Source: an optimization exercise on an open RTL-to-GDS flow (aim: small area, a short achievable clock period and few clock cycles). Production flows keep margins and buffers that such runs may drop. In this exercise RTL edits were held to simulation tests only and were not proved equivalent to the original.

// GAN_shared_hw
module GAN_shared_hw (x1, x2, x3, x4,
                     w_l1_11, w_l1_12, w_l1_13, w_l1_14, w_l1_21, w_l1_22, w_l1_23, w_l1_24, w_l1_31, w_l1_32, w_l1_33, w_l1_34, w_l1_41, w_l1_42, w_l1_43, w_l1_44, b_l1_1, b_l1_2, b_l1_3, b_l1_4,
                     w_l2_11, w_l2_12, w_l2_21, w_l2_22, w_l2_31, w_l2_32, w_l2_41, w_l2_42, b_l2_1, b_l2_2,
                     w_l3_11, w_l3_21, b_l3_1,
                     w_l4_11, b_l4_1,
                     w_l5_11, b_l5_1,
                     w_l6_11, w_l6_12, b_l6_1, b_l6_2,
                     w_l7_11, w_l7_12, w_l7_13, w_l7_14, w_l7_21, w_l7_22, w_l7_23, w_l7_24, b_l7_1, b_l7_2, b_l7_3, b_l7_4,
                     w_l8_11, w_l8_12, w_l8_13, w_l8_14, w_l8_21, w_l8_22, w_l8_23, w_l8_24, w_l8_31, w_l8_32, w_l8_33, w_l8_34, w_l8_41, w_l8_42, w_l8_43, w_l8_44, b_l8_1, b_l8_2, b_l8_3, b_l8_4,
                     f1, f2, f3, f4, Done, Start, Reset, Clock);
Size in the first run: roughly 5100 cells after synthesis, roughly 590 I/O pins, ~54000 µm² of cells after synthesis.
make LEC_CHECK=0 ABC_CLOCK_PERIOD_IN_PS=4000 CAP_MARGIN=20 CORE_MARGIN=2 CORE_UTILIZATION=40 SETUP_SLACK_MARGIN=5 SLEW_MARGIN=60 finish   # period 12.5 ns
run.sh (not shown) runs the stock make flow with config.mk's settings and CLKGATE_MAP_FILE= SYNTH_SCRIPT=/design/flow/synth_recipe.tcl, a recipe that flattens the netlist after the stock synthesis.
Testbench counts at the start, summed over its fixed seeds: cycles 4,160.
Then changed:
==> flow/flow/run.sh (new file) <==
#!/bin/bash
# The standard layout (synthesis included), with the port buffers made
# of the smallest buffer cell.
set -euo pipefail
export BUFFER_PORTS_ARGS="-buffer_cell sky130_fd_sc_hd__buf_1"
bash standard.sh finish > standard_flow.log 2>&1
==> flow/standard.sh (new file) <==
#!/bin/bash
# synth_recipe.tcl (not shown) runs the flow's synth.tcl, then flattens the netlist and writes it again
# the make line also repeats each setting of config.mk as NAME=value (left out here)
make -C /OpenROAD-flow-scripts/flow DESIGN_CONFIG=/design/flow/config.mk WORK_HOME=/design/flow/orfs CLKGATE_MAP_FILE= SYNTH_SCRIPT=/design/flow/synth_recipe.tcl "${@:-finish}"
Settings changed: ABC_CLOCK_PERIOD_IN_PS 4000 to unset, CORE_UTILIZATION 40 to 60, CTS_BUF_LIST set to sky130_fd_sc_hd__clkbuf_8.
removed: flow/run.sh
After rerunning: Worst setup slack is worse by 5.6 ps; final cell count came out lower by 7.8%; synthesized cell count does not change; maximum frequency hardly moves.
Then changed:
Settings changed: ABC_AREA set to 1, CORE_UTILIZATION 60 to 40, CTS_BUF_LIST sky130_fd_sc_hd__clkbuf_8 to unset.
=> Setup slack gets worse by 190 ps; count of clock-buffer cells in the layout came out lower by 26; hold slack is better by 8.1 ps; die area increases by 55%; routed wire length climbs by 13%; via count is higher by 7.7%; final cell count increases by 23%; global-route usage decreases by 12 points; register-to-register slack degrades by 190 ps; maximum frequency came out lower by 2.7%.
Then changed:
==> flow/run.sh (new file) <==
#!/bin/bash
# synth_recipe.tcl (not shown) runs the flow's synth.tcl, then flattens the netlist and writes it again
# the make line also repeats each setting of config.mk as NAME=value (left out here)
make -C /OpenROAD-flow-scripts/flow DESIGN_CONFIG=/design/flow/config.mk WORK_HOME=/design/flow/orfs CLKGATE_MAP_FILE= SYNTH_SCRIPT=/design/flow/synth_recipe.tcl finish
Settings changed: ABC_AREA 1 to unset, SETUP_SLACK_MARGIN 5 to unset, SLEW_MARGIN 60 to 20, SYNTH_HIERARCHICAL set to 1.
removed: flow/flow/run.sh
removed: flow/standard.sh
Effect: Global-route usage hardly moves. Wire length goes down by a few percent. Worst hold slack gains 5.9 ps. Non-clock buffer count increases by 22. Synthesized area fell slightly.
Then changed:
Settings changed: SETUP_SLACK_MARGIN set to 5, SLEW_MARGIN 20 to 60, SYNTH_HIERARCHICAL 1 to unset.
Effect: Utilization decreases by 0.36 points; final area falls by 2.6%; worst hold slack gains 6.5 ps; via count goes up by 4.3%; setup slack improves by 810 ps; cell count is higher by 8.2%; non-clock buffer count climbs by 138; die area went down by about 2.3%.

## port drivers added, routing unchanged
No port has a modelled driver above. Below, the same layouts with a new extraction and two added sets of constraints.
Step 1 assumes that a clkbuf_16 drives the clock port and a buf_2 every other input.
Step 2 adds t to the input delays and takes it off the output delays; t is the mean of the earliest and latest rising clock arrival at the registers after step 1. Input paths then give back, and output paths get back, about the clock's delay inside the block.
a / b / c = ideal / step 1 / step 2; a / b = the first two.
run	t, ns	setup WS [ns]	clock arrival spread, ns	worst data-port slew with drivers (ns)	pins driven straight from the clock port
the first run	0.715	5.383 / 5.383 / 5.383	0.036 / 0.036	0.16	1
the second run	0.833	5.378 / 5.378 / 5.378	0.073 / 0.073	0.16	1
the third run	0.740	5.184 / 5.184 / 5.184	0.067 / 0.067	0.11	1
the fourth run	0.744	4.578 / 4.578 / 4.578	0.048 / 0.047	0.21	1
the fifth run	0.715	5.383 / 5.383 / 5.383	0.036 / 0.036	0.16	1
After both steps every run listed still meets setup and hold.
